This is an optimization exercise on Yosys and OpenROAD, whose aim is small area, a short achievable clock period and few clock cycles, not a production implementation. The RTL was checked by simulation tests, not by an equivalence proof against the original design. Power figures rest on the tool's default switching activity, not on a simulated workload.

Setup of 07-19:
// CHIP
module CHIP (	clk,
				rst_n,
				mem_read_D,
				mem_write_D,
				mem_addr_D,
				mem_wdata_D,
				mem_rdata_D,
				mem_ready_D,
				mem_read_I,
				mem_write_I,
				mem_addr_I,
				mem_wdata_I,
				mem_rdata_I,
				mem_ready_I,
				DCACHE_addr,
				DCACHE_wdata,
				DCACHE_wen,
				DCACHE_stall
			);
Size: roughly 7700 cells after synthesis, about 0.11 mm² of cells after synthesis.
Settings: LEC_CHECK=0, CAP_MARGIN=60, CORE_MARGIN=2, CORE_UTILIZATION=50, CTS_CLUSTER_DIAMETER=80, CTS_CLUSTER_SIZE=20, SLEW_MARGIN=60; clock period 11.0 ns.
standard.sh (not shown) runs the stock make flow with config.mk's settings and CLKGATE_MAP_FILE= SYNTH_SCRIPT=/design/flow/synth_recipe.tcl, a recipe that flattens the netlist after the stock synthesis.
==> flow/flow/run.sh <==
#!/bin/bash
# Layout flow: the standard ORFS flow (standard.sh), with the standard
# synthesis unchanged, port buffers of buf_2 cells and a larger setup margin
# for ORFS's timing repair in the later steps. Each step's full output goes
# to its own log in this folder (and ORFS's per-step logs under orfs/logs).
set -uo pipefail
bash standard.sh synth > synth.log 2>&1 || exit 1
bash standard.sh SETUP_SLACK_MARGIN=7 "BUFFER_PORTS_ARGS=-buffer_cell sky130_fd_sc_hd__buf_2" finish > layout.log 2>&1 || exit 1
Testbench counts of 07-19, summed over its fixed seeds: cycles 410,704.
Setup changes, 07-19 to 01-12
-- flow/design.v --
<<< 07-19, line 95
wire [SL-1:0] set = pc_line[SL-1:0];
wire [TW-1:0] tag = pc_line[24:SL];
wire h0 = v0[set] & (t0[set] == tag);
wire h1 = v1[set] & (t1[set] == tag);
wire rmatch = (rline == pc_line);
wire arrive = busy & mem_ready & rmatch;
assign hit = h0 | h1 | arrive;
wire [31:0] w0 = d0[set][pc_word*32 +: 32];
wire [31:0] w1 = d1[set][pc_word*32 +: 32];
wire [31:0] wm = mem_rdata[pc_word*32 +: 32];
assign instr = arrive ? wm : (h1 ? w1 : w0);
wire [24:0]   nline = pc_line + 25'd1;
wire [SL-1:0] nset  = nline[SL-1:0];
>>> 01-12, line 95
wire [SL-1:0] set = pc_line[SL-1:0];
wire [TW-1:0] tag = pc_line[24:SL];
reg [NS-1:0] hs0, hs1;                 
reg [31:0]   wsel;                     
reg [3:0]    ssel;
integer q;
always @(*) begin
    wsel = 32'd0;
    ssel = 4'd0;
    for (q = 0; q < NS; q = q + 1) begin
        hs0[q] = v0[q] & (t0[q] == tag) & (set == q);
        hs1[q] = v1[q] & (t1[q] == tag) & (set == q);
        wsel = wsel | ({32{hs0[q]}} & d0[q][pc_word*32 +: 32]) | ({32{hs1[q]}} & d1[q][pc_word*32 +: 32]);
        ssel = ssel | ({4{hs0[q]}} & s0[q]) | ({4{hs1[q]}} & s1[q]);
    end
end
wire h0 = |hs0;
wire h1 = |hs1;
wire rmatch = (rline == pc_line);
wire arrive = busy & mem_ready & rmatch;
assign hit = h0 | h1 | arrive;
wire [31:0] wm = mem_rdata[pc_word*32 +: 32];
assign instr = arrive ? wm : wsel;
wire [24:0]   nline = pc_line + 25'd1;
wire [SL-1:0] nset  = nline[SL-1:0];
<<< 07-19, line 113
wire inflight  = (busy | mem_read) & rmatch;
wire demand    = ~(h0 | h1) & ~inflight;
wire [3:0] lstop = arrive ? mstop : (h1 ? s1[set] : s0[set]);
wire [3:0] wmask = {1'b1, pc_word != 2'd3, pc_word[1] == 1'b0, pc_word == 2'd0};
wire prefetch  = hit & ~npresent & ~|(lstop & wmask);
>>> 01-12, line 125
wire inflight  = (busy | mem_read) & rmatch;
wire demand    = ~(h0 | h1) & ~inflight;
wire [3:0] lstop = arrive ? mstop : ssel;
wire [3:0] wmask = {1'b1, pc_word != 2'd3, pc_word[1] == 1'b0, pc_word == 2'd0};
wire prefetch  = hit & ~npresent & ~|(lstop & wmask);
<<< 07-19, line 127
end
always @(posedge clk) begin
    if (issue) rline <= demand ? pc_line : nline;
end
wire          fill  = busy & mem_ready;
>>> 01-12, line 139
end
always @(posedge clk) begin
    if (idle_next) rline <= demand ? pc_line : nline;
end
wire          fill  = busy & mem_ready;
<<< 07-19, line 407
    if (!front_hold) begin
        EX_a      <= op1;
        EX_b      <= bsel ^ {32{sub_op}};
        EX_sd     <= op2;
        EX_alt    <= (i_B & ~pred) ? id_tgt : id_pc1;
>>> 01-12, line 419
    if (!front_hold) begin
        EX_a      <= op1;
        EX_b      <= bsel;
        EX_sd     <= op2;
        EX_alt    <= (i_B & ~pred) ? id_tgt : id_pc1;
<<< 07-19, line 435
    integer i, d;
    begin
        g = a & b;
        p = a ^ b;
        gg = g;
        pp = p;
>>> 01-12, line 447
    integer i, d;
    begin
        g = a & (b ^ {32{cin}});
        p = a ^ b ^ {32{cin}};
        gg = g;
        pp = p;
<<< 07-19, line 454
endfunction
wire [31:0] sum = ks_add(EX_a, EX_b, EX_sub);
wire        slt = (EX_a[31] == EX_b[31]) ? EX_a[31] : sum[31];
wire [4:0]  shamt = EX_b[4:0];
wire        left  = EX_left;
>>> 01-12, line 466
endfunction
wire [31:0] sum = ks_add(EX_a, EX_b, EX_sub);
wire        slt = (EX_a[31] != EX_b[31]) ? EX_a[31] : sum[31];
wire [4:0]  shamt = EX_b[4:0];
wire        left  = EX_left;
When the final numbers for 07-19 and 01-12 were put side by side, the utilization turned out to be smaller in 01-12.
07-19 → 01-12: hold slack essentially unchanged; number of cell rows grew by 0.59%; power density over the cells saw a decrease.
Fraction of the cycle the final worst path needs in 01-12 is 0.46 points higher than in 07-19
As of 01-12, routed length per placed instance had risen slightly compared to 07-19.
01-12 ran to completion and came out clean on the timing, design-rule and antenna checks.
Testbench counts of 01-12, summed over its fixed seeds: cycles 410,704.

==> afterwards: timing with drivers on the ports <==
The flow's constraints put no driver on any port. The routed layouts listed below were extracted and timed again, unchanged, in two steps.
Step 1 (the two cells are an assumption about what drives the block):
set clk [get_ports {clk}]
set_driving_cell -lib_cell sky130_fd_sc_hd__clkbuf_16 $clk
set_driving_cell -lib_cell sky130_fd_sc_hd__buf_2 [delete_from_list [all_inputs] $clk]
Step 2 adds t to the input delays and takes it off the output delays; t is the mean of the earliest and latest rising clock arrival at the registers after step 1. Input paths then give back, and output paths get back, about the clock's delay inside the block.
a / b / c = ideal ports / drivers / drivers and shift; a / b = the first two.
run | t (ns) | setup slack, ns | clock arrival spread, ns
07-19 | 0.944 | 6.959 / 6.959 / 6.178 | 0.064 / 0.065
01-12 | 0.945 | 6.908 / 6.908 / 6.060 | 0.039 / 0.039
After both steps setup and hold are still met in every run listed. For 01-12, which loses most, drivers alone change the setup slack by 0.000 ns; drivers and shift together by -0.848 ns.
